From an optimization exercise on the open Yosys and OpenROAD flow, aimed at small area; shortcuts taken in it are not production practice. Function was checked by simulation only, so behaviour that the tests miss may differ from the original. Power is estimated from default activity; no workload was simulated.

File: flow/constraint.sdc
create_clock -name core_clock -period 10.0 [get_ports {clk}]
set_input_delay 2.0000 -clock core_clock [delete_from_list [all_inputs] [get_ports {clk}]]
set_output_delay 2.0000 -clock core_clock [all_outputs]
set_load 0.01 [all_outputs]
File: flow/run.sh
#!/bin/bash
# synth_recipe.tcl (not shown) runs the flow's synth.tcl, then flattens the netlist and writes it again
# the make line also repeats each setting of config.mk as NAME=value (left out here)
make -C /OpenROAD-flow-scripts/flow DESIGN_CONFIG=/design/flow/config.mk WORK_HOME=/design/flow/orfs CLKGATE_MAP_FILE= SYNTH_SCRIPT=/design/flow/synth_recipe.tcl finish
File: flow/design.v
module clkgen (clk, rst, ph, tick);
    input clk, rst;
    output reg [7:0] ph;
    output wire tick;
    reg [6:0] ms;
    wire r100k = (ph == 8'd249);
    assign tick = r100k && (ms == 7'd49);
    always @(posedge clk or negedge rst)
    begin
        if(!rst) begin
            ph <= 8'd125;
            ms <= 7'd0;
        end
        else begin
            ph <= r100k ? 8'd0 : ph + 8'd1;
            if(r100k)
                ms <= (ms == 7'd99) ? 7'd0 : ms + 7'd1;
        end
    end
endmodule
module siggen (clk, en, rst, npl, zero, runup, start, startRise, nrun);
    input clk, en, rst;
    input wire [2:0] npl;
    output reg zero;
    output reg runup;
    output reg start;
    output wire startRise;
    output wire [2:0] nrun;
    reg rd;
    reg [4:0] tmpct;
    reg [2:0] nplDiv;
    wire idle = !start && !runup && !rd && !zero;
    wire last = (nplDiv == npl);
    assign startRise = en && idle;
    assign nrun = nplDiv;
    always @(posedge clk or negedge rst)
    begin
        if(!rst) begin
            zero <= 1'b0;
            runup <= 1'b0;
            start <= 1'b0;
            rd <= 1'b0;
        end
        else if(en) begin
            start <= idle;
            runup <= (start || runup) && !last;
            rd <= (start || runup) && last;
            zero <= rd || (zero && tmpct != 5'd4);
        end
    end
    always @(posedge clk)
    begin
        if(en) begin
            if(idle) begin
                tmpct <= 5'd0;
                nplDiv <= 3'd0;
            end
            else if(rd)
                tmpct <= 5'd0;
            else if(tmpct == 5'd19) begin
                tmpct <= 5'd0;
                nplDiv <= nplDiv + 3'd1;
            end
            else
                tmpct <= tmpct + 5'd1;
        end
    end
endmodule
module pwmgen (clk, rst, enable, mode, ph, pwm, modest);
    input clk, rst, enable, mode;
    input wire [7:0] ph;
    output reg pwm;
    output reg modest;
    always @(posedge clk or negedge rst)
    begin
        if(!rst)
            pwm <= 1'b0;
        else if(enable) begin
            if(modest ? (ph == 8'd2) : (ph == 8'd122))
                pwm <= 1'b1;
            else if(modest ? (ph == 8'd247) : (ph == 8'd126))
                pwm <= 1'b0;
        end
    end
    always @(posedge clk)
    begin
        if(!enable || ph == 8'd0)
            modest <= mode;
    end
endmodule
module spi (
    stpwmNB,stpwmPA,stpwmPB,strundown,stN64,stP8,stN1,valid,sck,cs,miso,mosi,error,msclk,nplc,rst
);
    parameter W = 14;
    input wire [W-1:0] stpwmNB;
    input wire [W-1:0] stpwmPA;
    input wire [W-1:0] stpwmPB;
    input wire [11:0] strundown;
    input wire [7:0]  stN64;
    input wire [7:0]  stP8;
    input wire [7:0]  stN1;
    input wire valid;        
    input wire [2:0]  error;
    input wire sck;
    input wire cs;
    input wire msclk;
    input wire rst;
    output reg miso;
    output reg [2:0] nplc;
    input wire mosi;
    reg sck1,sck2, cs1, cs2;
    wire sckPosedge;
    wire csEdge;
    reg [2:0] status;
    reg [4:0] counter;
    reg [31:0] tmp;
    parameter            IDLE   = 3'd0 ;
    parameter            NA   = 3'd1 ;
    parameter            NB  = 3'd2 ;
    parameter            PA  = 3'd3 ;
    parameter            PB  = 3'd4 ;
    parameter            RD  = 3'd5 ;
    parameter            OTHER  = 3'd6 ;
    assign sckPosedge = sck1 && !sck2;
    assign csEdge = !cs1 && cs2;
    wire selNB = (status == NA) && valid;
    wire selPA = (status == NB) && valid;
    wire selPB = (status == PA) && valid;
    wire selE  = (status == PB);
    wire selRD = selE && valid;
    wire selOT = (status == RD) && valid;
    wire selNA = (status == OTHER) || (status == 3'd7);
    wire [31:0] nextw = ({32{selNB}} & {{(32-W){1'b0}}, stpwmNB})
                      | ({32{selPA}} & {{(32-W){1'b0}}, stpwmPA})
                      | ({32{selPB}} & {{(32-W){1'b0}}, stpwmPB})
                      | ({32{selE}}  & {1'b0, error, 28'b0})
                      | ({32{selRD}} & {4'b0, strundown, stN64, stP8})
                      | ({32{selOT}} & {stN1, 24'b0})
                      | {31'b0, selNA};
    always @(posedge msclk) begin
        sck1 <= sck;
        sck2 <= sck1;
        cs1 <= cs;
        cs2 <= cs1;
        if(!rst) begin
            nplc <= 3'd2;
            counter <= 5'b0;
            status <= IDLE;
            tmp <= 32'd1;
            miso <= 1'b0;
        end
        else begin
            if(cs) begin
                counter <= 5'b0;
                status <= IDLE;
                tmp <= 32'd1;
                miso <= 1'b0;
            end
            else begin
                if(csEdge) begin
                    status <= NA;
                    tmp <= 32'd1;
                    miso <= 1'b0;
                end
                else if (sckPosedge) begin
                    counter <= counter + 5'b1;
                    miso <= tmp[31];
                    tmp <= {tmp[30:0],mosi};
                    if((status == NA) && (counter == 5'd16) && tmp[15] && !tmp[10])
                        nplc <= tmp[2:0];
                    if(counter == 5'd31) begin
                        status <= (status == OTHER) ? NA : status + 3'd1;
                        tmp <= nextw;
                    end
                    if(status == IDLE) begin
                        counter <= 5'b0;
                        status <= NA;
                        tmp <= 32'd1;
                        miso <= 1'b0;
                    end
                end
            end
        end
    end
endmodule
module main (clk, rst, zeroLevel, mediaLevel, highLevel ,sp512, sn512, sn64, sp8, sn1, sinput, szero,sck,cs,miso,mosi);
    input clk, rst, zeroLevel, mediaLevel, highLevel;
    output wire sp512, sn512, sinput, szero;
    output reg sn64,sp8, sn1;
    input wire sck;
    input wire cs;
    output wire miso;
    input wire mosi;
    localparam W = 14;
    parameter            IDLE   = 3'd0 ;
    parameter            RUNUP   = 3'd1 ;
    parameter            RUNDOWN  = 3'd2 ;
    parameter            N64  = 3'd3 ;
    parameter            P8  = 3'd4 ;
    parameter            N1  = 3'd5 ;
    wire [7:0] ph;
    wire tick;
    reg [2:0] status;
    reg rundownreg;
    wire start;
    wire isrunup;
    wire runupw;
    wire modestN, modestP;
    reg preSinput;
    reg [W-1:0] pwmNB, pwmPB;
    wire [2:0] nrun;
    reg [2:0] stNrun;
    reg [W-1:0] stpwmNB, stpwmPB;
    reg [11:0] strundown;
    reg [7:0]  stN64;
    reg [7:0]  stP8;
    reg [7:0]  stN1;
    reg [11:0] trundown;
    reg [7:0]  tN64;
    reg [7:0]  tP8;
    reg [7:0]  tN1;
    reg [2:0]  error;
    wire [2:0] nplc;
    wire sgrundown;
    wire startRise;
    reg [1:0] vcnt;
    wire valid = vcnt[1];
    wire [W-1:0] stpwmPA = stNrun * 14'd2000 - stpwmPB;
    assign isrunup = (status == RUNUP);
    assign sp512 = isrunup? runupw: rundownreg;
    assign sgrundown = preSinput && !sinput;
    clkgen tb0(.clk(clk), .rst(rst), .ph(ph), .tick(tick));
    siggen gen(.clk(clk),.en(tick),.rst(rst),.npl(nplc),.zero(szero),.runup(sinput),.start(start),.startRise(startRise),.nrun(nrun));
    pwmgen pwmN(.clk(clk), .rst(rst), .enable(sinput), .mode(!mediaLevel), .ph(ph), .pwm(sn512), .modest(modestN));
    pwmgen pwmP(.clk(clk), .rst(rst), .enable(sinput), .mode(highLevel), .ph(ph), .pwm(runupw), .modest(modestP));
    spi aaa(.stpwmNB(stpwmNB), .stpwmPA(stpwmPA), .stpwmPB(stpwmPB), .strundown(strundown),
            .stN64(stN64), .stP8(stP8), .stN1(stN1), .valid(valid), .sck(sck), .cs(cs),.mosi(mosi), .miso(miso), .error(error), .nplc(nplc), .msclk(clk), .rst(rst));
    always @(posedge clk or negedge rst)
    begin
        if(!rst)
            vcnt <= 2'b0;
        else if(startRise)
            vcnt <= {vcnt[1] | vcnt[0], 1'b1};
    end
    always @(posedge clk)
    begin
        if(start) begin
            pwmNB <= {W{1'b0}};
            pwmPB <= {W{1'b0}};
        end
        else if(sinput && ph == 8'd1) begin
            if(modestN)
                pwmNB <= pwmNB + 1'b1;
            if(modestP)
                pwmPB <= pwmPB + 1'b1;
        end
    end
    always @(posedge clk)
    begin
        if(startRise) begin
            stpwmNB <= pwmNB;
            stpwmPB <= pwmPB;
            stNrun <= nrun;
            strundown <= trundown;
            stN64 <= tN64;
            stP8 <= tP8;
            stN1 <= tN1;
        end
    end
    wire live = !szero;
    wire goRD     = live && (status == RUNUP) && sgrundown;
    wire rdCount  = live && (status == RUNDOWN) && zeroLevel && (trundown != 12'd4095);
    wire n64Enter = live && (status == RUNDOWN) && !zeroLevel;
    wire n64Count = live && (status == N64) && !zeroLevel && (trundown != 12'd255);
    wire p8Enter  = live && (status == N64) && zeroLevel;
    wire p8Count  = live && (status == P8) && zeroLevel && (trundown != 12'd255);
    wire n1Enter  = live && (status == P8) && !zeroLevel;
    wire n1Count  = live && (status == N1) && !zeroLevel && (trundown != 12'd255);
    always @(posedge clk)
    begin
        preSinput <= sinput;
        if(goRD) begin
            trundown <= 12'b1;
            tN64 <= 8'b0;
            tP8 <= 8'b0;
            tN1 <= 8'b0;
        end
        else begin
            if(rdCount)
                trundown <= trundown + 12'b1;
            if(n64Enter)
                tN64 <= 8'b1;
            else if(n64Count)
                tN64 <= tN64 + 8'b1;
            if(p8Enter)
                tP8 <= 8'b1;
            else if(p8Count)
                tP8 <= tP8 + 8'b1;
            if(n1Enter)
                tN1 <= 8'b1;
            else if(n1Count)
                tN1 <= tN1 + 8'b1;
        end
    end
    always @(posedge clk or negedge rst)
    begin
        if(!rst) begin
            status <= IDLE;
            sn64 <= 1'b0;
            sp8 <= 1'b0;
            sn1 <= 1'b0;
            rundownreg  <= 1'b1;
            error <= 3'b0;
        end
        else begin
            if(szero) begin
                sn1 <= 1'b0;
                sp8 <= 1'b0;
                sn64 <= 1'b0;
                rundownreg <= 1'b0;
                status <= IDLE;
            end
            else begin
                case(status)
                    IDLE:
                        if(start)
                            status <= RUNUP;
                    RUNUP:
                        if(sgrundown) begin
                            rundownreg  <= 1'b1;
                            if(zeroLevel) begin
                                error <= 3'd0;
                                status <= RUNDOWN;
                            end
                            else begin
                                error <= 3'd1;
                                status <= IDLE;
                            end
                        end
                    RUNDOWN:
                        if(zeroLevel) begin
                            if(trundown == 12'd4095) begin
                                error <= 3'd2;
                                status <= IDLE;
                            end
                        end
                        else begin
                            rundownreg  <= 1'b0;
                            status <= N64;
                            sn64 <= 1'b1;
                        end
                    N64:
                        if(!zeroLevel) begin
                            if(trundown == 12'd255) begin
                                error <= 3'd3;
                                status <= IDLE;
                            end
                        end
                        else begin
                            sn64  <= 1'b0;
                            status <= P8;
                            sp8 <= 1'b1;
                        end
                    P8:
                        if(zeroLevel) begin
                            if(trundown == 12'd255) begin
                                error <= 3'd4;
                                status <= IDLE;
                            end
                        end
                        else begin
                            sp8  <= 1'b0;
                            status <= N1;
                            sn1 <= 1'b1;
                        end
                    N1:
                        if(!zeroLevel) begin
                            if(trundown == 12'd255) begin
                                error <= 3'd5;
                                status <= IDLE;
                            end
                        end
                        else begin
                            sn1  <= 1'b0;
                            status <= IDLE;
                        end
                    default: ;
                endcase
            end
        end
    end
endmodule
File: flow/config.mk
export PLATFORM = sky130hd
export DESIGN_NAME = main
export DESIGN_NICKNAME = main
export VERILOG_FILES = /design/flow/design.v
export SDC_FILE = /design/flow/constraint.sdc
export NUM_CORES = 4
export LEC_CHECK = 0
export CAP_MARGIN = 20
export CORE_MARGIN = 2
export CORE_UTILIZATION = 40
export SLEW_MARGIN = 20
==> results of run 1 <==
-- cell families (layout without fill, tap and decap cells) --
family / Yosys count / after routing
adders and majority gates: 42 / 42
xor gates and xnor gates: 80 / 80
DFF: 223 / 223
muxes: 16 / 16
and+or+nand+nor: 435 / 435
AOI/OAI and AO/OA: 199 / 199
buffers and inverters: 101 / 124
-- final timing paths --
check                                            to                   from  slack (ns)  cells after the start
max                                           sp512  status[1]$_DFFE_PN0P_        5.79                      4
min                                 aaa.cs2$_DFF_P_        aaa.cs1$_DFF_P_        0.36                      0
max reg2reg                aaa.tmp[13]$_SDFFE_PP0P_    stNrun[0]$_DFFE_PP_        6.25                     12
min reg2reg                         aaa.cs2$_DFF_P_        aaa.cs1$_DFF_P_        0.36                      0
max in group asynchronous    rundownreg$_DFFE_PN1P_                    rst        8.09                      2
min in group asynchronous          sn64$_DFFE_PN0P_                    rst        1.54                      2
-- flip-flops by register name, summed over array words and instances, names as in the netlist, 5 cells and up --
signal       flops
trundown        12
gen.tmpct        5
tb0.ph           8
pwmNB           14
tN64             8
stpwmPB         14
stN1             8
tN1              8
tb0.ms           7
tP8              8
stP8             8
strundown       12
stN64            8
aaa.counter      5
stpwmNB         14
aaa.tmp         32
pwmPB           14
-- Yosys cell counts (4+ instances only) --
library cell / n / area share (%)
a21oi_1: 45 / 2.1
a22o_1: 6 / 0.49
and3_1: 18 / 1.1
or2_2: 6 / 0.35
nand2b_1: 4 / 0.23
ha_1: 38 / 4.5
o221ai_1: 4 / 0.33
or3_1: 9 / 0.53
a21o_1: 12 / 0.84
xnor2_1: 24 / 2.0
a221oi_1: 9 / 0.74
nor3_1: 20 / 0.94
nor2b_1: 15 / 0.88
dfrtp_1: 26 / 6.1
dfstp_2: 7 / 1.7
mux2_2: 6 / 0.63
nand4_1: 36 / 2.1
inv_1: 56 / 2.0
nor4_1: 5 / 0.29
and2_1: 9 / 0.53
a2bb2oi_1: 4 / 0.33
fa_1: 4 / 0.75
buf_1: 6 / 0.21
nand2_1: 101 / 3.6
a31oi_1: 4 / 0.23
dfxtp_1: 113 / 21
o21ai_0: 56 / 2.6
nand3_1: 46 / 2.2
nor2_1: 137 / 4.8
o211ai_1: 5 / 0.35
edfxtp_1: 77 / 22
a22oi_1: 28 / 2.0
clkbuf_1: 37 / 1.3
mux2i_1: 10 / 0.94
and4_1: 6 / 0.49
xor2_1: 56 / 4.6
-- layout make-up --
cell class | instances | area (µm²)
fillers | 2511 | 14200
flip-flops and latches | 223 | 5410
multi-input cells | 772 | 4900
clock buffers | 34 | 709
well taps | 335 | 419
repair buffers | 24 | 213
inverters | 56 | 210
clock inverters | 10 | 82.6
-- critical path, stage by stage, from the launching register on --
cell             delay (ns)
dfrtp_1                0.50
nor2_1                 0.28
nand2_1                0.12
mux2_2                 0.25
clkdlybuf4s50_1        0.55
-- per-stage QoR --
| step | total power [µW] | worst slack, ns | utilization, % | instances |
|---|---|---|---|---|
| 2_1_floorplan | 1060 | 6.35 | - | 1096 |
| 3_3_place_gp | 1090 | 5.75 | 42.7 | 1410 |
| 3_5_place_dp | 1090 | 5.69 | 42.7 | 1410 |
| 4_1_cts | 1970 | 5.76 | 45.7 | 1454 |
| 5_1_grt | 2020 | 5.61 | 45.7 | 1454 |
| 6_report | 1940 | 5.79 | 45.7 | 1454 |
-- per-layer routing --
metal  track usage, %  share of wire, %  up-vias
li1                 -                 -     3898
met1             24.8                51     3622
met2             25.3                43      145
met3             2.25               4.4       25
met4             3.78               1.6        0
met5                0                 0        -
-- power groups by stage --
| stage | clock, µW | sequential, µW | combinational (µW) |
|---|---|---|---|
| final | 875 | 991 | 79.2 |
| after global routing | 935 | 995 | 90.7 |
| after CTS | 898 | 991 | 80.1 |
| after detailed placement | 0 | 1010 | 79.5 |
| after global placement | 0 | 1010 | 78.2 |
| after floorplan | 0 | 996 | 62.4 |
==> flow_summary.json, run 1 <==
{
  "core_area_um2": 26100,
  "cts-resized-gates": 0,
  "cellLeakagePower_uw": 0.00445,
  "end_kind": "output pin",
  "root_buffer": "clkbuf_16",
  "insertedDiodeCount": 0,
  "routed_wl_um": 22700,
  "syn_to_final_growth_pct": 12.0,
  "synth_fp_nets": 1146,
  "drc": 0,
  "post_dp_cell_area_um2": 11200,
  "hold_buffers": 0,
  "clk_pin_slew_ns": 0.06,
  "final_common_cell": "nor2_1",
  "firstDrtPassIters": 15,
  "grt-ovfl-total": 0,
  "whs_ns": 0.364,
  "drt-wirelength-per-cell_um": 15.6,
  "io_buffers": 15,
  "maxSlewViolCount": 0,
  "worstPathRequired_ns": 8.00,
  "setup_tns_ns": 0,
  "vias": 7690,
  "cts_buffers": 24,
  "switching_share_pct": 21.9,
  "ys_types": 66,
  "p_switching_uw": 426,
  "skew_ns": 0.0103,
  "synthSimpleGateAreaFrac_pct": 20.3,
  "cts_tree": "yes",
  "critPathLaunchType": "register",
  "p_int_uw": 1520,
  "place.gp.congestion": 0.820,
  "finalCriticalPeriod_ns": 4.21,
  "die_h_um": 167,
  "tightest_slew_ns": 0.876,
  "synth-edff-count": 77,
  "cts_buffer_depth": 3,
  "cap_viol_max_count": 0,
  "critPathArrivalTime_ns": 2.21,
  "hp-class": "reg2reg",
  "hold_violations": 0,
  "post_drt_via_cell_ratio": 5.29,
  "synth_area_um2": 10700,
  "rsz0062_at_grt": "false",
  "synth-xor-area-share_pct": 6.57,
  "dpl.hpwl_um": 15500,
  "most-common-layout-cells": "nor2_1 (135), dfxtp_1 (113), nand2_1 (101)",
  "synth_cells": 1096,
  "dieArea_um2": 28000,
  "ys_async_sr_fraction_pct": 14.8,
  "avgSynthCellArea_um2": 9.73,
  "grt_max_degree": 71,
  "yosys_warnings": 5,
  "synth_top_family_by_area": "simple AND/OR/NAND/NOR gates",
  "synthAdderAreaFrac_pct": 5.21,
  "cts_htree_levels": 1,
  "ys_seq_elements": 223,
  "grt_pass1_vias": 7252,
  "clk-insertion-delay-late_ns": 0.51,
  "status": "finished clean",
  "crit_fanout": 12,
  "worst-setup-path-type": "reg2out",
  "grt_first_pass_wirelength_um": 38200,
  "clockPowerShare_pct": 45.0,
  "io_pins": 16,
  "synth_compound_area_share_pct": 12.0,
  "synthFlopType": "dfxtp_1",
  "slew_headroom_pct": 41.6,
  "drtIter0Drc": 476,
  "power_density_nw_per_um2": 163,
  "die_w_um": 167,
  "synthMuxAreaShare_pct": 1.57,
  "period_share_pct": 42.1,
  "post_cts_buffers": 0,
  "postRouteAntennaNets": 0,
  "num_rows": 59,
  "ir_worst_vdd_v": 0.000140,
  "fin_area_um2": 11900,
  "finalSetupViolations": 0,
  "fmax_mhz": 237,
  "power_frac_seq_pct": 51.0,
  "antenna_found_initial": 0,
  "nets": 1151,
  "initial_utilization_pct": 40.8,
  "drive_above_1_share_pct": 7.42,
  "ys_seq_area_share_pct": 50.7,
  "grt_use_total_pct": 16.5,
  "combPwrFrac_pct": 4.1,
  "clock_sinks": 223
}
==> inputs of run 2 (changes only) <==
--- a/flow/design.v
+++ b/flow/design.v
@@ -1,22 +1,57 @@
-module clkgen (clk, rst, ph, tick);
+module clkgen (clk, rst, tick, p0, p1, p2, p122, p126, p247);
     input clk, rst;
-    output reg [7:0] ph;
     output wire tick;
+    output wire p0, p1, p2, p122, p126, p247;
+    reg [7:0] ph;
     reg [6:0] ms;
-    wire r100k = (ph == 8'd249);
-    assign tick = r100k && (ms == 7'd49);
+    function [7:0] phnext;
+        input [7:0] s;
+        phnext = {s[6:0], s[7] ^ s[5] ^ s[4] ^ s[3]};
+    endfunction
+    function [6:0] msnext;
+        input [6:0] s;
+        msnext = {s[5:0], s[6] ^ s[5]};
+    endfunction
+    localparam [7:0] PH0 = 8'h01;
+    localparam [6:0] MS0 = 7'h01;
+    wire r100k = (ph == PH(249));
+    assign tick = r100k && (ms == MS(49));
+    assign p0 = (ph == PH(0));
+    assign p1 = (ph == PH(1));
+    assign p2 = (ph == PH(2));
+    assign p122 = (ph == PH(122));
+    assign p126 = (ph == PH(126));
+    assign p247 = (ph == PH(247));
     always @(posedge clk or negedge rst)
     begin
         if(!rst) begin
-            ph <= 8'd125;
-            ms <= 7'd0;
+            ph <= PH(125);
+            ms <= MS0;
         end
         else begin
-            ph <= r100k ? 8'd0 : ph + 8'd1;
+            ph <= r100k ? PH0 : phnext(ph);
             if(r100k)
-                ms <= (ms == 7'd99) ? 7'd0 : ms + 7'd1;
+                ms <= (ms == MS(99)) ? MS0 : msnext(ms);
         end
     end
+    function [7:0] PH;
+        input integer k;
+        integer i;
+        begin
+            PH = PH0;
+            for(i = 0; i < k; i = i + 1)
+                PH = phnext(PH);
+        end
+    endfunction
+    function [6:0] MS;
+        input integer k;
+        integer i;
+        begin
+            MS = MS0;
+            for(i = 0; i < k; i = i + 1)
+                MS = msnext(MS);
+        end
+    endfunction
 endmodule
 module siggen (clk, en, rst, npl, zero, runup, start, startRise, nrun);
     input clk, en, rst;
@@ -27,10 +62,24 @@
     output wire startRise;
     output wire [2:0] nrun;
     reg rd;
-    reg [4:0] tmpct;
+    reg [4:0] tmpct;      
     reg [2:0] nplDiv;
     wire idle = !start && !runup && !rd && !zero;
     wire last = (nplDiv == npl);
+    function [4:0] tnext;
+        input [4:0] s;
+        tnext = {s[3:0], s[4] ^ s[2]};
+    endfunction
+    localparam [4:0] T0 = 5'h01;
+    function [4:0] T;
+        input integer k;
+        integer i;
+        begin
+            T = T0;
+            for(i = 0; i < k; i = i + 1)
+                T = tnext(T);
+        end
+    endfunction
     assign startRise = en && idle;
     assign nrun = nplDiv;
     always @(posedge clk or negedge rst)
@@ -45,30 +94,30 @@
             start <= idle;
             runup <= (start || runup) && !last;
             rd <= (start || runup) && last;
-            zero <= rd || (zero && tmpct != 5'd4);
+            zero <= rd || (zero && tmpct != T(4));
         end
     end
     always @(posedge clk)
     begin
         if(en) begin
             if(idle) begin
-                tmpct <= 5'd0;
+                tmpct <= T0;
                 nplDiv <= 3'd0;
             end
             else if(rd)
-                tmpct <= 5'd0;
-            else if(tmpct == 5'd19) begin
-                tmpct <= 5'd0;
+                tmpct <= T0;
+            else if(tmpct == T(19)) begin
+                tmpct <= T0;
                 nplDiv <= nplDiv + 3'd1;
             end
             else
-                tmpct <= tmpct + 5'd1;
+                tmpct <= tnext(tmpct);
         end
     end
 endmodule
-module pwmgen (clk, rst, enable, mode, ph, pwm, modest);
+module pwmgen (clk, rst, enable, mode, p0, p2, p122, p126, p247, pwm, modest);
     input clk, rst, enable, mode;
-    input wire [7:0] ph;
+    input wire p0, p2, p122, p126, p247;   
     output reg pwm;
     output reg modest;
     always @(posedge clk or negedge rst)
@@ -76,15 +125,15 @@
         if(!rst)
             pwm <= 1'b0;
         else if(enable) begin
-            if(modest ? (ph == 8'd2) : (ph == 8'd122))
+            if(modest ? p2 : p122)
                 pwm <= 1'b1;
-            else if(modest ? (ph == 8'd247) : (ph == 8'd126))
+            else if(modest ? p247 : p126)
                 pwm <= 1'b0;
         end
     end
     always @(posedge clk)
     begin
-        if(!enable || ph == 8'd0)
+        if(!enable || p0)
             modest <= mode;
     end
 endmodule
@@ -113,7 +162,7 @@
     wire csEdge;
     reg [2:0] status;
     reg [4:0] counter;
-    reg [31:0] tmp;
+    reg [31:0] tmp;      
     parameter            IDLE   = 3'd0 ;
     parameter            NA   = 3'd1 ;
     parameter            NB  = 3'd2 ;
@@ -123,20 +172,25 @@
     parameter            OTHER  = 3'd6 ;
     assign sckPosedge = sck1 && !sck2;
     assign csEdge = !cs1 && cs2;
-    wire selNB = (status == NA) && valid;
-    wire selPA = (status == NB) && valid;
-    wire selPB = (status == PA) && valid;
-    wire selE  = (status == PB);
+    wire isNA = (status == NA);
+    wire wend = (counter == 5'd31);
+    wire selNB = wend && isNA && valid;
+    wire selPA = wend && (status == NB) && valid;
+    wire selPB = wend && (status == PA) && valid;
+    wire selE  = wend && (status == PB);
     wire selRD = selE && valid;
-    wire selOT = (status == RD) && valid;
-    wire selNA = (status == OTHER) || (status == 3'd7);
+    wire selOT = wend && (status == RD) && valid;
     wire [31:0] nextw = ({32{selNB}} & {{(32-W){1'b0}}, stpwmNB})
                       | ({32{selPA}} & {{(32-W){1'b0}}, stpwmPA})
                       | ({32{selPB}} & {{(32-W){1'b0}}, stpwmPB})
                       | ({32{selE}}  & {1'b0, error, 28'b0})
                       | ({32{selRD}} & {4'b0, strundown, stN64, stP8})
-                      | ({32{selOT}} & {stN1, 24'b0})
-                      | {31'b0, selNA};
+                      | ({32{selOT}} & {stN1, 24'b0});
+    wire [31:0] shifted = {tmp[30:0], mosi && isNA} & {32{!(isNA && wend)}};
+    always @(posedge msclk) begin
+        if(sckPosedge)
+            tmp <= shifted | nextw;
+    end
     always @(posedge msclk) begin
         sck1 <= sck;
         sck2 <= sck1;
@@ -146,36 +200,29 @@
             nplc <= 3'd2;
             counter <= 5'b0;
             status <= IDLE;
-            tmp <= 32'd1;
             miso <= 1'b0;
         end
         else begin
             if(cs) begin
                 counter <= 5'b0;
                 status <= IDLE;
-                tmp <= 32'd1;
                 miso <= 1'b0;
             end
             else begin
                 if(csEdge) begin
                     status <= NA;
-                    tmp <= 32'd1;
                     miso <= 1'b0;
                 end
                 else if (sckPosedge) begin
                     counter <= counter + 5'b1;
-                    miso <= tmp[31];
-                    tmp <= {tmp[30:0],mosi};
-                    if((status == NA) && (counter == 5'd16) && tmp[15] && !tmp[10])
+                    miso <= isNA ? wend : tmp[31];
+                    if(isNA && (counter == 5'd16) && tmp[15] && !tmp[10])
                         nplc <= tmp[2:0];
-                    if(counter == 5'd31) begin
+                    if(wend)
                         status <= (status == OTHER) ? NA : status + 3'd1;
-                        tmp <= nextw;
-                    end
                     if(status == IDLE) begin
                         counter <= 5'b0;
                         status <= NA;
-                        tmp <= 32'd1;
                         miso <= 1'b0;
                     end
                 end
@@ -198,7 +245,7 @@
     parameter            N64  = 3'd3 ;
     parameter            P8  = 3'd4 ;
     parameter            N1  = 3'd5 ;
-    wire [7:0] ph;
+    wire p0, p1, p2, p122, p126, p247;
     wire tick;
     reg [2:0] status;
     reg rundownreg;
@@ -229,10 +276,10 @@
     assign isrunup = (status == RUNUP);
     assign sp512 = isrunup? runupw: rundownreg;
     assign sgrundown = preSinput && !sinput;
-    clkgen tb0(.clk(clk), .rst(rst), .ph(ph), .tick(tick));
+    clkgen tb0(.clk(clk), .rst(rst), .tick(tick), .p0(p0), .p1(p1), .p2(p2), .p122(p122), .p126(p126), .p247(p247));
     siggen gen(.clk(clk),.en(tick),.rst(rst),.npl(nplc),.zero(szero),.runup(sinput),.start(start),.startRise(startRise),.nrun(nrun));
-    pwmgen pwmN(.clk(clk), .rst(rst), .enable(sinput), .mode(!mediaLevel), .ph(ph), .pwm(sn512), .modest(modestN));
-    pwmgen pwmP(.clk(clk), .rst(rst), .enable(sinput), .mode(highLevel), .ph(ph), .pwm(runupw), .modest(modestP));
+    pwmgen pwmN(.clk(clk), .rst(rst), .enable(sinput), .mode(!mediaLevel), .p0(p0), .p2(p2), .p122(p122), .p126(p126), .p247(p247), .pwm(sn512), .modest(modestN));
+    pwmgen pwmP(.clk(clk), .rst(rst), .enable(sinput), .mode(highLevel), .p0(p0), .p2(p2), .p122(p122), .p126(p126), .p247(p247), .pwm(runupw), .modest(modestP));
     spi aaa(.stpwmNB(stpwmNB), .stpwmPA(stpwmPA), .stpwmPB(stpwmPB), .strundown(strundown),
             .stN64(stN64), .stP8(stP8), .stN1(stN1), .valid(valid), .sck(sck), .cs(cs),.mosi(mosi), .miso(miso), .error(error), .nplc(nplc), .msclk(clk), .rst(rst));
     always @(posedge clk or negedge rst)
@@ -248,7 +295,7 @@
             pwmNB <= {W{1'b0}};
             pwmPB <= {W{1'b0}};
         end
-        else if(sinput && ph == 8'd1) begin
+        else if(sinput && p1) begin
             if(modestN)
                 pwmNB <= pwmNB + 1'b1;
             if(modestP)
--- a/flow/config.mk
+++ b/flow/config.mk
@@ -7,5 +7,8 @@
 export LEC_CHECK = 0
 export CAP_MARGIN = 20
 export CORE_MARGIN = 2
-export CORE_UTILIZATION = 40
+export CORE_UTILIZATION = 60
+export CTS_BUF_LIST = sky130_fd_sc_hd__clkbuf_16
+export CTS_CLUSTER_DIAMETER = 100
+export CTS_CLUSTER_SIZE = 30
 export SLEW_MARGIN = 20
==> run 2 against run 1 <==
Net effect: still clean on timing, DRC and antenna; utilization increased by 19 points; synthesized area decreased by 5.1%; count of clock-buffer cells in the layout decreased by 23; critical endpoint unchanged; sequential share of layout area increased by 8.0 points; cell area decreased by 10%; critical path depth unchanged; global-route usage increased by 6.6 points; register-to-register slack got worse by 0.46 ns; synthesized cell count decreased by 16%.
==> flow_summary.json, run 2 <==
{
  "rsz0062_at_grt": "false",
  "synth-edff-count": 109,
  "yosys_warnings": 5,
  "cap_viol_max_count": 0,
  "synth_cells": 916,
  "synth_compound_area_share_pct": 10.3,
  "initial_utilization_pct": 61.2,
  "dpl.hpwl_um": 14400,
  "dieArea_um2": 17900,
  "reg2reg_depth": 12,
  "end_kind": "output pin",
  "yosysMostFrequentCell": "edfxtp_1",
  "slew_headroom_pct": 22.3,
  "synth_area_leader_cell": "edfxtp_1",
  "die_h_um": 134,
  "post_cts_buffers": 0,
  "synth.area.top_cells": "edfxtp_1 (32%), dfxtp_1 (16%), dfrtp_1 (6.9%)",
  "drtIter0Drc": 625,
  "synthAdderAreaFrac_pct": 4.48,
  "power_density_nw_per_um2": 161,
  "hold_violations": 0,
  "num_rows": 47,
  "synth-xor-area-share_pct": 6.41,
  "cellLeakagePower_uw": 0.00397,
  "ys_async_sr_fraction_pct": 14.8,
  "most-common-layout-cells": "edfxtp_1 (109), nor2_1 (93), dfxtp_1 (81)",
  "grt-ovfl-total": 0,
  "drc": 0,
  "critPathLaunchType": "register",
  "tightest_slew_ns": 1.15,
  "synthMuxAreaShare_pct": 1.66,
  "worstPathRequired_ns": 8.00,
  "syn_to_final_growth_pct": 6.17,
  "hold_depth": 0,
  "vias": 6815,
  "clock_sinks": 223,
  "ff2ff_setup_slack_ns": 5.79,
  "avgSynthCellArea_um2": 11.0,
  "cts-resized-gates": 0,
  "root_buffer": "clkbuf_16",
  "post_drt_via_cell_ratio": 6.02,
  "synthFlopType": "edfxtp_1",
  "placed_cells": 1115,
  "drive_above_1_share_pct": 5.70,
  "ys_top_cells_by_count": "edfxtp_1 (109), nor2_1 (93), dfxtp_1 (81), nand2_1 (64), inv_1 (44)",
  "hp-start": "aaa.cs1$_DFF_P_",
  "die_w_um": 134,
  "holdPathEnd": "aaa.cs2$_DFF_P_",
  "final_common_cell": "edfxtp_1",
  "insertedDiodeCount": 0,
  "r2r-end": "aaa.tmp[13]$_DFFE_PP_",
  "firstDrtPassIters": 8,
  "clk-insertion-delay-late_ns": 0.47,
  "cts_buffer_depth": 3,
  "grt_first_pass_wirelength_um": 33600,
  "fmax_mhz": 237,
  "ir_worst_vdd_v": 0.000131,
  "hp-class": "reg2reg",
  "setup_tns_ns": 0,
  "pre_cts_slack_ns": 5.67,
  "critPathArrivalTime_ns": 2.23,
  "largest_reg_flops": 32,
  "ys_types": 66,
  "grt_use_total_pct": 23.1,
  "crit_fanout": 15,
  "regMostFlops": "aaa.tmp",
  "ys_seq_elements": 223,
  "synth_fp_nets": 957,
  "status": "finished clean",
  "instances_no_fill": 1132,
  "grt_max_degree": 68,
  "r2r_start": "stNrun[0]$_DFFE_PP_",
  "io_pins": 16,
  "skew_ns": 0.0141,
  "routed_wl_um": 20400,
  "drt-wirelength-per-cell_um": 18.0,
  "clk_pin_slew_ns": 0.11,
  "io_buffers": 15,
  "finalSetupViolations": 0,
  "postRouteAntennaNets": 0,
  "cts_htree_levels": 1,
  "synthSimpleGateAreaFrac_pct": 17.0,
  "synth_top_area_share_pct": 32.3,
  "maxSlewViolCount": 0,
  "finalCriticalPeriod_ns": 4.23,
  "synth_top_family_by_area": "simple AND/OR/NAND/NOR gates",
  "nets": 949,
  "ys_seq_area_share_pct": 56.6,
  "whs_ns": 0.353,
  "antenna_found_initial": 0,
  "period_share_pct": 42.3,
  "grt_pass1_vias": 6548,
  "worst-setup-path-type": "reg2out",
  "core_area_um2": 16500,
  "cts_buffers": 11,
  "cts_tree": "yes",
  "hold_buffers": 0,
  "synth_area_um2": 10100,
  "place.gp.congestion": 0.930,
  "fin_ws_ns": 5.77
}
==> run 2: cell types whose count changed in the layout (fill, tap and decap cells not counted), sizes merged, moves of 16 or more <==
cell	previous run	this run
nor2	137	93
nand2	101	64
dfxtp	113	81
edfxtp	77	109
o21ai	58	28
a22oi	28	3
clkbuf	34	11
a222oi	0	20
nand3	46	30
==> run 2: cells by family (layout without fill, tap and decap cells) <==
| kind of cell | Yosys count | in the layout |
|---|---|---|
| simple gates | 331 | 331 |
| mux | 16 | 16 |
| compound gates | 151 | 151 |
| xor+xnor | 74 | 74 |
| buf+inv | 87 | 83 |
| fa+ha+maj | 34 | 34 |
| flops | 223 | 223 |
==> run 2: worst max-delay path by stage <==
| stage | from | endpoint | slack [ns] | depth (start not counted) |
|---|---|---|---|---|
| 2_1_floorplan | stNrun[0]$_DFFE_PP_ | aaa.tmp[13]$_DFFE_PP_ | 6.08 | 12 |
| 3_3_place_gp | zeroLevel | tN64[3]$_SDFFE_PP0P_ | 5.82 | 6 |
| 3_5_place_dp | zeroLevel | tN64[3]$_SDFFE_PP0P_ | 5.67 | 6 |
| 4_1_cts | status[1]$_DFFE_PN0P_ | sp512 | 5.77 | 4 |
| 5_1_grt | stNrun[0]$_DFFE_PP_ | aaa.tmp[13]$_DFFE_PP_ | 5.62 | 12 |
| 6_report | status[1]$_DFFE_PN0P_ | sp512 | 5.77 | 4 |
==> run 2: worst max-delay path, cell delays in order, from the launching register on <==
cell and delay (ns):
dfrtp_1 0.64, nor2_1 0.14, nand2_1 0.14, mux2_2 0.36, clkdlybuf4s50_1 0.48
==> run 2: metrics by stage <==
| stage | utilization, % | total power [µW] | area (µm²) |
|---|---|---|---|
| 6_report | 65.0 | 1730 | 10700 |
| 5_1_grt | 65.0 | 1800 | 10700 |
| 4_1_cts | 65.0 | 1740 | 10700 |
| 3_5_place_dp | 63.0 | 1240 | 10400 |
| 3_3_place_gp | 63.0 | 1230 | 10400 |
| 2_1_floorplan | - | 1180 | 10100 |
==> run 2: power breakdown <==
| group | total (µW) | leakage, µW | internal [µW] | switching (µW) |
|---|---|---|---|---|
| combinational | 163 | 0.00170 | 72.2 | 90.5 |
| clock | 511 | 0.000176 | 232 | 279 |
| sequential | 1060 | 0.00210 | 996 | 61.3 |
==> run 2: metal layers <==
layer  wire length [µm]  track usage (%)  part of all wire, %  vias to the layer above
met5                  0                0                    0                        -
met4                473             6.74                  2.3                        0
met3                952             3.17                  4.7                       30
met2               9180             35.6                   45                      177
met1               9790             34.5                   48                     3304
li1                   -                -                    -                     3304
==> run 2: cell type report <==
class	instances	area, µm²
well taps	220	275
inverters	45	169
multi-input cells	606	4050
fillers	1292	5780
clock inverters	6	57.6
flip-flops and latches	223	5730
clock buffers	11	275
repair buffers	21	190
==> inputs of run 3 (changes only) <==
--- a/flow/design.v
+++ b/flow/design.v
@@ -53,7 +53,7 @@
         end
     endfunction
 endmodule
-module siggen (clk, en, rst, npl, zero, runup, start, startRise, nrun);
+module siggen (clk, en, rst, npl, zero, runup, start, startRise, nrun, rdown);
     input clk, en, rst;
     input wire [2:0] npl;
     output reg zero;
@@ -61,6 +61,7 @@
     output reg start;
     output wire startRise;
     output wire [2:0] nrun;
+    output wire rdown;       
     reg rd;
     reg [4:0] tmpct;      
     reg [2:0] nplDiv;
@@ -82,6 +83,7 @@
     endfunction
     assign startRise = en && idle;
     assign nrun = nplDiv;
+    assign rdown = rd;
     always @(posedge clk or negedge rst)
     begin
         if(!rst) begin
@@ -253,7 +255,7 @@
     wire isrunup;
     wire runupw;
     wire modestN, modestP;
-    reg preSinput;
+    wire rdown;
     reg [W-1:0] pwmNB, pwmPB;
     wire [2:0] nrun;
     reg [2:0] stNrun;
@@ -272,12 +274,22 @@
     wire startRise;
     reg [1:0] vcnt;
     wire valid = vcnt[1];
-    wire [W-1:0] stpwmPA = stNrun * 14'd2000 - stpwmPB;
+    wire [W-1:0] stpwmPA;
+    wire [W-1:0] nruns = stNrun * 14'd2000;
+    genvar gi;
+    wire [W:0] brw;
+    assign brw[0] = 1'b0;
+    generate
+        for(gi = 0; gi < W; gi = gi + 1) begin : sub
+            assign stpwmPA[gi] = nruns[gi] ^ stpwmPB[gi] ^ brw[gi];
+            assign brw[gi+1] = (!nruns[gi] && (stpwmPB[gi] || brw[gi])) || (stpwmPB[gi] && brw[gi]);
+        end
+    endgenerate
     assign isrunup = (status == RUNUP);
     assign sp512 = isrunup? runupw: rundownreg;
-    assign sgrundown = preSinput && !sinput;
+    assign sgrundown = rdown && (nrun != 3'd0);
     clkgen tb0(.clk(clk), .rst(rst), .tick(tick), .p0(p0), .p1(p1), .p2(p2), .p122(p122), .p126(p126), .p247(p247));
-    siggen gen(.clk(clk),.en(tick),.rst(rst),.npl(nplc),.zero(szero),.runup(sinput),.start(start),.startRise(startRise),.nrun(nrun));
+    siggen gen(.clk(clk),.en(tick),.rst(rst),.npl(nplc),.zero(szero),.runup(sinput),.start(start),.startRise(startRise),.nrun(nrun),.rdown(rdown));
     pwmgen pwmN(.clk(clk), .rst(rst), .enable(sinput), .mode(!mediaLevel), .p0(p0), .p2(p2), .p122(p122), .p126(p126), .p247(p247), .pwm(sn512), .modest(modestN));
     pwmgen pwmP(.clk(clk), .rst(rst), .enable(sinput), .mode(highLevel), .p0(p0), .p2(p2), .p122(p122), .p126(p126), .p247(p247), .pwm(runupw), .modest(modestP));
     spi aaa(.stpwmNB(stpwmNB), .stpwmPA(stpwmPA), .stpwmPB(stpwmPB), .strundown(strundown),
@@ -325,7 +337,6 @@
     wire n1Count  = live && (status == N1) && !zeroLevel && (trundown != 12'd255);
     always @(posedge clk)
     begin
-        preSinput <= sinput;
         if(goRD) begin
             trundown <= 12'b1;
             tN64 <= 8'b0;
==> flow/flow/run.sh (new file) <==
#!/bin/bash
# Layout: the standard flow (standard.sh, standard synthesis unchanged)
# with two settings of its own, passed to ORFS through the environment:
#  - clock tree synthesis: no dummy loads, clkbuf_16 leaf buffers, small
#    root and tree buffers (the design has large timing slack)
#  - port buffering: every input and output port still gets a buffer, a buf_1
# The make output goes to standard.log here; ORFS keeps its per-step logs
# under orfs/logs.
set -euo pipefail
export CTS_ARGS="-sink_clustering_enable -repair_clock_nets -dont_use_dummy_load -sink_clustering_size 30 -sink_clustering_max_diameter 100 -buf_list sky130_fd_sc_hd__clkbuf_16 -root_buf sky130_fd_sc_hd__clkbuf_2 -tree_buf sky130_fd_sc_hd__clkbuf_2"
export BUFFER_PORTS_ARGS="-buffer_cell sky130_fd_sc_hd__buf_1"
bash standard.sh > standard.log 2>&1
==> flow/standard.sh (new file) <==
#!/bin/bash
# synth_recipe.tcl (not shown) runs the flow's synth.tcl, then flattens the netlist and writes it again
# the make line also repeats each setting of config.mk as NAME=value (left out here)
make -C /OpenROAD-flow-scripts/flow DESIGN_CONFIG=/design/flow/config.mk WORK_HOME=/design/flow/orfs CLKGATE_MAP_FILE= SYNTH_SCRIPT=/design/flow/synth_recipe.tcl "${@:-finish}"
--- a/flow/config.mk
+++ b/flow/config.mk
@@ -8,7 +8,4 @@
 export CAP_MARGIN = 20
 export CORE_MARGIN = 2
 export CORE_UTILIZATION = 60
-export CTS_BUF_LIST = sky130_fd_sc_hd__clkbuf_16
-export CTS_CLUSTER_DIAMETER = 100
-export CTS_CLUSTER_SIZE = 30
 export SLEW_MARGIN = 20
removed: flow/run.sh
==> run 3 against run 2 <==
Net effect: setup slack got worse by 0.69 ns; synthesized area fell by 2.4%; combinational power is 16% higher; worst hold slack improved by 0.0085 ns; global-route usage is 1.4 points lower; first-iteration DRC count down 31%; sequential power barely moved; total power fell by 3.3%; register-to-register slack lost 0.71 ns; sequential cell count decreased by 1; wire length down 8.9%; still clean on timing, DRC and antenna.
==> flow_summary.json, run 3 <==
{
  "postRouteAntennaNets": 0,
  "total_power_uw": 1670,
  "worstPathRequired_ns": 10.41,
  "rsz0062_at_grt": "false",
  "ff2ff_setup_slack_ns": 5.08,
  "antenna_found_initial": 1,
  "r2r-end": "aaa.tmp[12]$_DFFE_PP_",
  "hp-start": "aaa.cs1$_DFF_P_",
  "max_stage_delay_ns": 0.41,
  "yosys_warnings": 5,
  "synth_fp_nets": 916,
  "crit_fanout": 2,
  "setup_tns_ns": 0,
  "synth-edff-count": 109,
  "finalSetupViolations": 0,
  "cellLeakagePower_uw": 0.00399,
  "clock_sinks": 222,
  "vias": 6355,
  "drive_above_1_share_pct": 5.18,
  "synth_area_leader_cell": "edfxtp_1",
  "ys_async_sr_fraction_pct": 14.9,
  "largest_reg_flops": 32,
  "hold_buffers": 0,
  "cap_viol_max_count": 0,
  "clk-insertion-delay-late_ns": 0.66,
  "hold_violations": 0,
  "critPathLaunchType": "register",
  "status": "finished clean",
  "holdPathEnd": "aaa.cs2$_DFF_P_",
  "hold_depth": 0,
  "regMostFlops": "aaa.tmp",
  "place.gp.congestion": 0.847,
  "grt-ovfl-total": 0,
  "synthFlopType": "edfxtp_1",
  "crit_chain": "inv_1, ha_1, ha_1, ha_1, inv_1, fa_1, inv_1, fa_1, inv_1, fa_1, fa_1, fa_1, fa_1, fa_1, fa_1, inv_1, fa_1, a222oi_1, nand2_1",
  "cts_tree": "yes",
  "root_buffer": "clkbuf_2",
  "ys_top_cells_by_count": "edfxtp_1 (109), nor2_1 (91), dfxtp_1 (80), nand2_1 (70), inv_1 (50)",
  "drtIter0Drc": 429,
  "cts_htree_levels": 1,
  "period_share_pct": 49.2,
  "fmax_mhz": 203,
  "synth_cells": 872,
  "end_kind": "register",
  "drc": 0,
  "dpl.hpwl_um": 13200,
  "cts-resized-gates": 0,
  "yosysMostFrequentCell": "edfxtp_1",
  "cts_buffers": 11,
  "synth_top_area_share_pct": 33.2,
  "clk_pin_slew_ns": 0.11,
  "critPathArrivalTime_ns": 5.32,
  "critPathSlowestCell": "edfxtp_1",
  "power_density_nw_per_um2": 162,
  "hp-class": "reg2reg",
  "worst-setup-path-type": "reg2reg",
  "tightest_slew_ns": 1.08,
  "ir_worst_vdd_v": 0.000133,
  "die_h_um": 132,
  "core_area_um2": 16000,
  "slew_headroom_pct": 27.1,
  "maxSlewViolCount": 0,
  "most-common-layout-cells": "edfxtp_1 (109), nor2_1 (91), dfxtp_1 (80)",
  "ys_seq_elements": 222,
  "ys_types": 63,
  "skew_ns": 0.0564,
  "cpMostUsedCell": "fa_1",
  "syn_to_final_growth_pct": 4.61,
  "reg2reg_depth": 19,
  "io_buffers": 15,
  "grt_max_degree": 60,
  "initial_utilization_pct": 61.7,
  "r2r_start": "stpwmPB[0]$_DFFE_PP_",
  "post_drt_via_cell_ratio": 5.85,
  "die_w_um": 132,
  "firstDrtPassIters": 5,
  "post_cts_buffers": 0,
  "avgSynthCellArea_um2": 11.3,
  "nets": 915,
  "grt_first_pass_wirelength_um": 31200,
  "final_common_cell": "edfxtp_1",
  "io_pins": 16,
  "grt_use_total_pct": 21.7,
  "cts_buffer_depth": 3,
  "synth.area.top_cells": "edfxtp_1 (33%), dfxtp_1 (16%), dfrtp_1 (7.1%)",
  "routed_wl_um": 18600,
  "drt-wirelength-per-cell_um": 17.1,
  "ys_seq_area_share_pct": 57.8,
  "dieArea_um2": 17500,
  "finalCriticalPeriod_ns": 4.92,
  "synth_area_um2": 9870,
  "num_rows": 46,
  "grt_pass1_vias": 6240
}
run 3: cell count changes in the layout (fill, tap and decap cells not counted), sizes merged, moves of 9 or more:
cell	delta
a22oi	+18
o211ai	-10
clkdlybuf4s50	-14
nand4	-10
buf	+13
xnor2	-11
fa	+9
run 3: layout make-up:
type,instances,area [µm²]
clock buffer,11,215
antenna,1,2.50
sequential,222,5710
inverter,50,188
tap,216,270
multi-input combinational,565,3840
fill,1320,5670
timing repair buffer,21,103
run 3: worst max path at each step:
stage,start,endpoint,slack [ns],depth (start not counted)
6_report,stpwmPB[0]$_DFFE_PP_,aaa.tmp[12]$_DFFE_PP_,5.08,19
5_1_grt,stpwmPB[0]$_DFFE_PP_,aaa.tmp[12]$_DFFE_PP_,4.84,19
4_1_cts,stpwmPB[0]$_DFFE_PP_,aaa.tmp[12]$_DFFE_PP_,5.07,19
3_5_place_dp,stpwmPB[0]$_DFFE_PP_,aaa.tmp[12]$_DFFE_PP_,5.07,19
3_3_place_gp,stpwmPB[1]$_DFFE_PP_,aaa.tmp[12]$_DFFE_PP_,5.13,19
2_1_floorplan,stpwmPB[1]$_DFFE_PP_,aaa.tmp[12]$_DFFE_PP_,5.32,19
run 3: cells by family (layout without fill, tap and decap cells):
family          after synthesis  in the layout  synth area share [%]
simple gates                314            314                  16.5
other cells                   0              1                     0
flops                       222            222                  57.8
fa+ha+maj                    36             36                  5.55
compound gates              139            139                  9.77
buf+inv                      85             82                  3.41
xor+xnor                     61             61                  5.41
mux                          15             15                  1.57
run 3: power by group:
group	total, µW	switching (µW)	internal [µW]	leakage (µW)
registers	1080	70.5	1010	0.00210
clock network	404	254	150	0.000111
logic	189	106	82.7	0.00177
total	1670	431	1240	0.00399
run 3: per-stage QoR:
step / utilization (%) / setup WS (ns) / hold slack, ns / instance area (µm²) / cells
6_report: 64.6 / 5.08 / 0.362 / 10300 / 1086
4_1_cts: 64.5 / 5.07 / 0.362 / 10300 / 1085
3_3_place_gp: 63.2 / 5.13 / 0.334 / 10100 / 1074
5_1_grt: 64.6 / 4.84 / 0.367 / 10300 / 1086
2_1_floorplan: - / 5.32 / 0.323 / 9870 / 872
3_5_place_dp: 63.2 / 5.07 / 0.342 / 10100 / 1074
run 3: per-layer routing:
layer / track usage [%] / part of all wire [%] / vias up
met3: 2.08 / 3.6 / 18
met1: 31.1 / 46 / 3113
li1: - / - / 3112
met2: 36.4 / 49 / 112
met5: 0 / 0 / -
met4: 4.84 / 1.4 / 0
run 3: critical path: cells and delay by family (launching register included):
family | cells | cell delay (ns)
adder cells (fa/ha/maj) | 12 | 3.63
flip-flops | 1 | 0.41
buffers and inverters | 5 | 0.33
AO/OA/AOI/OAI | 1 | 0.23
AND/OR/NAND/NOR | 1 | 0.08
==> inputs of run 4 (changes only) <==
--- a/flow/design.v
+++ b/flow/design.v
@@ -301,17 +301,16 @@
         else if(startRise)
             vcnt <= {vcnt[1] | vcnt[0], 1'b1};
     end
+    wire pev = sinput && p1;
     always @(posedge clk)
     begin
         if(start) begin
             pwmNB <= {W{1'b0}};
             pwmPB <= {W{1'b0}};
         end
-        else if(sinput && p1) begin
-            if(modestN)
-                pwmNB <= pwmNB + 1'b1;
-            if(modestP)
-                pwmPB <= pwmPB + 1'b1;
+        else begin
+            pwmNB <= pwmNB + (pev && modestN);
+            pwmPB <= pwmPB + (pev && modestP);
         end
     end
     always @(posedge clk)
@@ -344,20 +343,10 @@
             tN1 <= 8'b0;
         end
         else begin
-            if(rdCount)
-                trundown <= trundown + 12'b1;
-            if(n64Enter)
-                tN64 <= 8'b1;
-            else if(n64Count)
-                tN64 <= tN64 + 8'b1;
-            if(p8Enter)
-                tP8 <= 8'b1;
-            else if(p8Count)
-                tP8 <= tP8 + 8'b1;
-            if(n1Enter)
-                tN1 <= 8'b1;
-            else if(n1Count)
-                tN1 <= tN1 + 8'b1;
+            trundown <= trundown + rdCount;
+            tN64 <= tN64 + (n64Enter || n64Count);
+            tP8 <= tP8 + (p8Enter || p8Count);
+            tN1 <= tN1 + (n1Enter || n1Count);
         end
     end
     always @(posedge clk or negedge rst)
==> run 4 against run 3 <==
Net effect: clock skew is 0.018 ns higher; count of clock-buffer cells in the layout unchanged; first-iteration DRC count grew 25%; setup slack got worse by 0.098 ns; utilization decreased by 0.76 points; via count fell by 5.5%; non-clock buffer count stayed put; clock power is essentially flat; highest routed layer unchanged; sequential cell count unchanged; worst hold slack got worse by 0.0097 ns; largest cell class unchanged; synthesized cell count decreased by 6.0%.
==> flow_summary.json, run 4 <==
{
  "rsz0062_at_grt": "false",
  "drive_above_1_share_pct": 4.53,
  "clk_pin_slew_ns": 0.11,
  "cts-resized-gates": 0,
  "seq_area_um2": 5710,
  "worstSetupEndpoint": "aaa.tmp[12]$_DFFE_PP_",
  "dpl.hpwl_um": 12200,
  "synthMuxAreaShare_pct": 0.757,
  "yosys_warnings": 5,
  "max_stage_delay_ns": 0.43,
  "crit_fanout": 2,
  "startpoint": "stpwmPB[0]$_DFFE_PP_",
  "initial_utilization_pct": 60.8,
  "drt-wirelength-per-cell_um": 17.0,
  "vias": 6008,
  "routed_wl_um": 17600,
  "synth_area_leader_cell": "edfxtp_1",
  "r2r_start": "stpwmPB[0]$_DFFE_PP_",
  "synth_top_family_by_area": "simple AND/OR/NAND/NOR gates",
  "synth_area_um2": 9590,
  "synthAdderAreaFrac_pct": 6.50,
  "r2r-end": "aaa.tmp[12]$_DFFE_PP_",
  "ys_seq_elements": 222,
  "finalCriticalPeriod_ns": 5.02,
  "crit_chain": "inv_1, ha_1, ha_1, ha_1, inv_1, fa_1, inv_1, fa_1, inv_1, fa_1, fa_1, fa_1, fa_1, fa_1, fa_1, inv_1, fa_1, a222oi_1, nand2_1",
  "firstDrtPassIters": 6,
  "drtIter0Drc": 537,
  "io_buffers": 15,
  "multiInputGateArea_um2": 3610,
  "critPathArrivalTime_ns": 5.47,
  "hold_buffers": 0,
  "clock_sinks": 222,
  "num_rows": 46,
  "synth_top_area_share_pct": 34.1,
  "cts_tree": "yes",
  "post_cts_buffers": 0,
  "placed_cells": 1022,
  "maxSlewViolCount": 0,
  "status": "finished clean",
  "die_h_um": 130,
  "most-common-layout-cells": "edfxtp_1 (109), dfxtp_1 (80), nor2_1 (77)",
  "synth-xor-area-share_pct": 5.66,
  "ys_types": 58,
  "synth.area.top_cells": "edfxtp_1 (34%), dfxtp_1 (17%), dfrtp_1 (7.3%)",
  "period_share_pct": 50.2,
  "final_common_cell": "edfxtp_1",
  "root_buffer": "clkbuf_2",
  "post_drt_via_cell_ratio": 5.81,
  "grt_pass1_vias": 5812,
  "end_kind": "register",
  "die_w_um": 130,
  "drc": 0,
  "cpLargestDelayFamily": "adder cells",
  "cts_buffer_depth": 3,
  "regMostFlops": "aaa.tmp",
  "critPathSlowestCell": "fa_1",
  "whs_ns": 0.352,
  "finalSetupViolations": 0,
  "worst-setup-path-type": "reg2reg",
  "io_pins": 16,
  "skew_ns": 0.0740,
  "synthSimpleGateAreaFrac_pct": 14.6,
  "critPathLaunchType": "register",
  "power_density_nw_per_um2": 165,
  "syn_to_final_growth_pct": 4.92,
  "critPathBufInv": 5,
  "instances_no_fill": 1034,
  "setup_tns_ns": 0,
  "synth_fp_nets": 870,
  "hold_violations": 0,
  "fillerInstances": 1279,
  "worstPathRequired_ns": 10.46,
  "grt-ovfl-total": 0,
  "fmax_mhz": 199,
  "dieArea_um2": 17000,
  "place.gp.congestion": 0.867,
  "grt_max_degree": 61,
  "reg2reg_depth": 19,
  "postRouteAntennaNets": 0,
  "cap_viol_max_count": 0,
  "nets": 869,
  "synth_cells": 820,
  "synth-edff-count": 109,
  "synthFlopType": "edfxtp_1",
  "synth_compound_area_share_pct": 9.94,
  "avgSynthCellArea_um2": 11.7,
  "yosysMostFrequentCell": "edfxtp_1",
  "largest_reg_flops": 32,
  "clk-insertion-delay-late_ns": 0.71,
  "cts_buffers": 11,
  "ys_async_sr_fraction_pct": 14.9,
  "grt_use_total_pct": 21.7,
  "path_depth": 19,
  "ys_top_cells_by_count": "edfxtp_1 (109), dfxtp_1 (80), nor2_1 (78), nand2_1 (48), inv_1 (40)",
  "ff2ff_setup_slack_ns": 4.98,
  "cellLeakagePower_uw": 0.00386,
  "tightest_slew_ns": 0.965,
  "slew_headroom_pct": 35.7,
  "cts_htree_levels": 1,
  "core_area_um2": 15800,
  "hp-class": "reg2reg",
  "ys_seq_area_share_pct": 59.5,
  "grt_first_pass_wirelength_um": 29100,
  "cpMostUsedCell": "fa_1",
  "ir_worst_vdd_v": 0.000122,
  "antenna_found_initial": 1
}
## run 4: changes by cell type after synthesis, sizes merged, moves of 6 or more
cell	previous run	this run
ha	23	29
nand2	70	48
nor2	91	78
a222oi	15	8
nor2b	9	19
a221o	0	7
or3	10	4
nand4	17	11
inv	50	40
mux2i	11	5
## run 4: kinds of logic after synthesis
logic type	count (synthesis)
AND/OR/NAND/NOR	275
flip-flops	222
AO/OA/AOI/OAI	137
buffers and inverters	75
XOR/XNOR	62
adder cells (fa/ha/maj)	42
multiplexers	7
## run 4: report_power, final
part           switching, µW  internal (µW)  total [µW]
logic                   89.8           81.3         171
registers               66.3           1020        1090
clock network            256            149         405
total                    412           1250        1660
## run 4: through the flow
step	instance area [µm²]	power (µW)	utilization (%)	setup slack, ns
global placement	9840	1270	62.4	5.07
finish	10100	1660	63.8	4.98
detailed placement	9840	1280	62.4	4.98
floorplan	9590	1230	-	5.23
CTS	10100	1680	63.8	4.97
global route	10100	1740	63.8	4.74
## run 4: worst min-delay path by stage
stage | startpoint | endpoint | depth (start not counted)
6_report | aaa.cs1$_DFF_P_ | aaa.cs2$_DFF_P_ | 0
3_5_place_dp | aaa.cs1$_DFF_P_ | aaa.cs2$_DFF_P_ | 0
3_3_place_gp | aaa.cs1$_DFF_P_ | aaa.cs2$_DFF_P_ | 0
2_1_floorplan | aaa.cs1$_DFF_P_ | aaa.cs2$_DFF_P_ | 0
5_1_grt | aaa.cs1$_DFF_P_ | aaa.cs2$_DFF_P_ | 0
4_1_cts | aaa.cs1$_DFF_P_ | aaa.cs2$_DFF_P_ | 0
## run 4: final cells by class
| class | instances | area share (%) |
|---|---|---|
| sequential | 222 | 56.7 |
| inverter | 40 | 1.49 |
| tap | 216 | 2.69 |
| multi-input combinational | 523 | 35.9 |
| timing repair buffer | 21 | 1.02 |
| antenna | 1 | 0.0249 |
| clock buffer | 11 | 2.14 |
## run 4: routing by layer
layer	global-route usage [%]	vias up	share of wire (%)
met2	36.4	112	48
met5	0	-	0
met4	5.32	0	2.1
met1	30.4	2940	46
met3	2.85	29	3.6
li1	-	2927	-
==> inputs of run 5 (changes only) <==
--- a/flow/flow/run.sh
+++ b/flow/flow/run.sh
@@ -4,9 +4,12 @@
 #  - clock tree synthesis: no dummy loads, clkbuf_16 leaf buffers, small
 #    root and tree buffers (the design has large timing slack)
 #  - port buffering: every input and output port still gets a buffer, a buf_1
+#  - power recovery after global routing (ORFS's RECOVER_POWER): gates off
+#    the critical paths are downsized
 # The make output goes to standard.log here; ORFS keeps its per-step logs
 # under orfs/logs.
 set -euo pipefail
 export CTS_ARGS="-sink_clustering_enable -repair_clock_nets -dont_use_dummy_load -sink_clustering_size 30 -sink_clustering_max_diameter 100 -buf_list sky130_fd_sc_hd__clkbuf_16 -root_buf sky130_fd_sc_hd__clkbuf_2 -tree_buf sky130_fd_sc_hd__clkbuf_2"
 export BUFFER_PORTS_ARGS="-buffer_cell sky130_fd_sc_hd__buf_1"
+export RECOVER_POWER=100
 bash standard.sh > standard.log 2>&1
==> run 5 against run 4 <==
Net effect: now fails the layout checks on capacitance limit, slew limit; die area unchanged; total power about the same; synthesized area did not move; utilization is 0.22 points lower; sequential cell count is the same; highest routed layer unchanged.
==> flow_summary.json, run 5 <==
{
  "multiInputGateArea_um2": 3590,
  "vias": 6010,
  "finalSetupViolations": 0,
  "fin_area_um2": 10000,
  "critPathLaunchType": "register",
  "antenna_found_initial": 1,
  "power_density_nw_per_um2": 166,
  "ys_async_sr_fraction_pct": 14.9,
  "fin_ws_ns": 3.43,
  "hold_violations": 0,
  "crit_chain": "or4b_1, or4b_1, nor3b_1, nand2_1, inv_1, clkbuf_1",
  "synth_top_family_by_area": "simple AND/OR/NAND/NOR gates",
  "synth_fp_nets": 870,
  "cts_htree_levels": 1,
  "grt_pass1_vias": 5812,
  "seq_area_um2": 5710,
  "num_rows": 46,
  "grt_max_degree": 61,
  "synth_cells": 820,
  "cap_viol_max_count": 4,
  "reg2reg_depth": 6,
  "total_power_uw": 1660,
  "avgSynthCellArea_um2": 11.7,
  "ir_worst_vdd_v": 0.000122,
  "synth.area.top_cells": "edfxtp_1 (34%), dfxtp_1 (17%), dfrtp_1 (7.3%)",
  "p_int_uw": 1250,
  "syn_to_final_growth_pct": 4.55,
  "r2r_start": "tb0.ph[7]$_DFF_PN0_",
  "synthAdderAreaFrac_pct": 6.50,
  "ys_seq_elements": 222,
  "cpLargestDelayFamily": "simple AND/OR/NAND/NOR gates",
  "end_kind": "register",
  "ys_seq_area_share_pct": 59.5,
  "tightest_slew_ns": 3.35,
  "yosys_warnings": 5,
  "ys_types": 58,
  "max_stage_delay_ns": 2.40,
  "yosysMostFrequentCell": "edfxtp_1",
  "nets": 869,
  "hp-class": "reg2reg",
  "combPwrFrac_pct": 10.3,
  "synthMuxAreaShare_pct": 0.757,
  "power_frac_seq_pct": 65.4,
  "rsz0062_at_grt": "false",
  "synthSimpleGateAreaFrac_pct": 14.6,
  "r2r-end": "stpwmNB[5]$_DFFE_PP_",
  "routed_wl_um": 17600,
  "drc": 0,
  "io_buffers": 15,
  "grt-ovfl-total": 0,
  "dpl.hpwl_um": 12200,
  "slew_headroom_pct": -123,
  "clock_sinks": 222,
  "drt-wirelength-per-cell_um": 17.0,
  "post_dp_cell_area_um2": 9840,
  "worstPathRequired_ns": 10.17,
  "cts_buffer_depth": 3,
  "synth_top_area_share_pct": 34.1,
  "holdPathEnd": "aaa.cs2$_DFF_P_",
  "hp-start": "aaa.cs1$_DFF_P_",
  "maxSlewViolCount": 152,
  "worst-setup-path-type": "reg2reg",
  "clk-insertion-delay-late_ns": 0.70,
  "grt_use_total_pct": 21.7,
  "synth-xor-area-share_pct": 5.66,
  "cts_buffers": 11,
  "post_drt_via_cell_ratio": 5.81,
  "synth_area_leader_cell": "edfxtp_1",
  "die_w_um": 130,
  "io_pins": 16,
  "postRouteAntennaNets": 0,
  "hold_buffers": 0,
  "synth_area_um2": 9590,
  "drive_above_1_share_pct": 3.30,
  "largest_reg_flops": 32,
  "final_common_cell": "edfxtp_1",
  "status": "failed layout checks",
  "grt_first_pass_wirelength_um": 29100,
  "period_share_pct": 65.7,
  "cts_tree": "yes",
  "clockPowerShare_pct": 24.4,
  "fmax_mhz": 152,
  "synth-edff-count": 109,
  "p_switching_uw": 411,
  "cpMostUsedCell": "or4b_1",
  "die_h_um": 130,
  "pre_cts_slack_ns": 4.98,
  "dieArea_um2": 17000,
  "postLayoutCoreUtil_pct": 63.6,
  "place.gp.congestion": 0.867,
  "skew_ns": 0.0731,
  "ys_top_cells_by_count": "edfxtp_1 (109), dfxtp_1 (80), nor2_1 (78), nand2_1 (48), inv_1 (40)",
  "cts-resized-gates": 0,
  "critPathArrivalTime_ns": 6.74,
  "fillerInstances": 1287,
  "root_buffer": "clkbuf_2",
  "core_area_um2": 15800,
  "initial_utilization_pct": 60.8,
  "cellLeakagePower_uw": 0.00382,
  "synthFlopType": "edfxtp_1",
  "finalCriticalPeriod_ns": 6.57,
  "crit_fanout": 60,
  "ff2ff_setup_slack_ns": 3.43,
  "firstDrtPassIters": 5,
  "setup_tns_ns": 0,
  "most-common-layout-cells": "edfxtp_1 (109), dfxtp_1 (80), nor2_1 (77)",
  "clk_pin_slew_ns": 0.10,
  "hold_depth": 0,
  "synth_compound_area_share_pct": 9.94,
  "violations": "capacitance limit, slew limit",
  "drtIter0Drc": 521,
  "switching_share_pct": 24.7,
  "regMostFlops": "aaa.tmp",
  "critPathSlowestCell": "clkbuf_1",
  "critPathBufInv": 2,
  "post_cts_buffers": 0
}
[run 5: cell counts after synthesis]
Identical to the previous run, type by type.
[run 5: area by class of cell]
class / count / share of cell area, %
inverter: 40 / 1.50
multi-input combinational: 523 / 35.8
sequential: 222 / 56.9
tap: 216 / 2.70
clock buffer: 11 / 2.15
antenna: 1 / 0.0250
timing repair buffer: 21 / 0.899
[run 5: metal layers]
metal / share of wire (%) / GRT usage, % / vias up
li1: - / - / 2927
met5: 0 / 0 / -
met4: 2.1 / 5.32 / 0
met2: 48 / 36.4 / 116
met1: 46 / 30.4 / 2939
met3: 4.1 / 2.85 / 28
[run 5: cells by family after synthesis]
group                    count (synthesis)
flip-flops                             222
XOR/XNOR                                62
multiplexers                             7
AND/OR/NAND/NOR                        275
AO/OA/AOI/OAI                          137
adder cells (fa/ha/maj)                 42
buffers and inverters                   75
[run 5: through the flow]
stage | instances | hold WS (ns)
floorplan | 820 | 0.323
global placement | 1022 | 0.327
detailed placement | 1022 | 0.333
CTS | 1033 | 0.355
global route | 1034 | 0.363
finish | 1034 | 0.352
[run 5: worst max-delay path by stage]
stage	slack (ns)	from	endpoint	cells after the start
after floorplan	5.23	stpwmPB[1]$_DFFE_PP_	aaa.tmp[12]$_DFFE_PP_	19
after global placement	5.07	stpwmPB[1]$_DFFE_PP_	aaa.tmp[12]$_DFFE_PP_	19
after detailed placement	4.98	stpwmPB[0]$_DFFE_PP_	aaa.tmp[12]$_DFFE_PP_	19
after CTS	4.97	stpwmPB[0]$_DFFE_PP_	aaa.tmp[12]$_DFFE_PP_	19
after global routing	2.63	tb0.ph[7]$_DFF_PN0_	stpwmNB[5]$_DFFE_PP_	6
final	3.43	tb0.ph[7]$_DFF_PN0_	stpwmNB[5]$_DFFE_PP_	6
[run 5: power groups by stage]
stage               sequential (µW)  clock [µW]  combinational, µW
finish                         1090         405                171
detailed placement             1110           0                173
global route                   1100         448                196
CTS                            1090         418                174
global placement               1100           0                166
floorplan                      1080           0                150

## re-timing with driven ports
No port has a modelled driver above. Below, the same layouts with a new extraction and two added sets of constraints. Step 1 (the two cells are an assumption about what drives the block):
set clk [get_ports {clk}]
set_driving_cell -lib_cell sky130_fd_sc_hd__clkbuf_16 $clk
set_driving_cell -lib_cell sky130_fd_sc_hd__buf_2 [delete_from_list [all_inputs] $clk]
Step 2 adds t to the input delays and takes it off the output delays; t is the mean of the earliest and latest rising clock arrival at the registers after step 1. Input paths then give back, and output paths get back, about the clock's delay inside the block. a / b / c = ideal ports / drivers / drivers and shift; a / b = the first two.
run | shift t [ns] | setup WS [ns] | worst register clock-pin slew, ns
run 1 | 0.556 | 5.788 / 5.740 / 5.674 | 0.06 / 0.06
run 2 | 0.504 | 5.774 / 5.732 / 5.574 | 0.11 / 0.11
run 3 | 0.672 | 5.083 / 5.083 / 5.083 | 0.11 / 0.11
run 4 | 0.713 | 4.985 / 4.985 / 4.985 | 0.12 / 0.12
run 5 | 0.709 | 3.428 / 3.428 / 3.428 | 0.12 / 0.12
The setup slack of run 2, which loses most, moves by -0.042 ns with the drivers and by -0.200 ns with both steps.
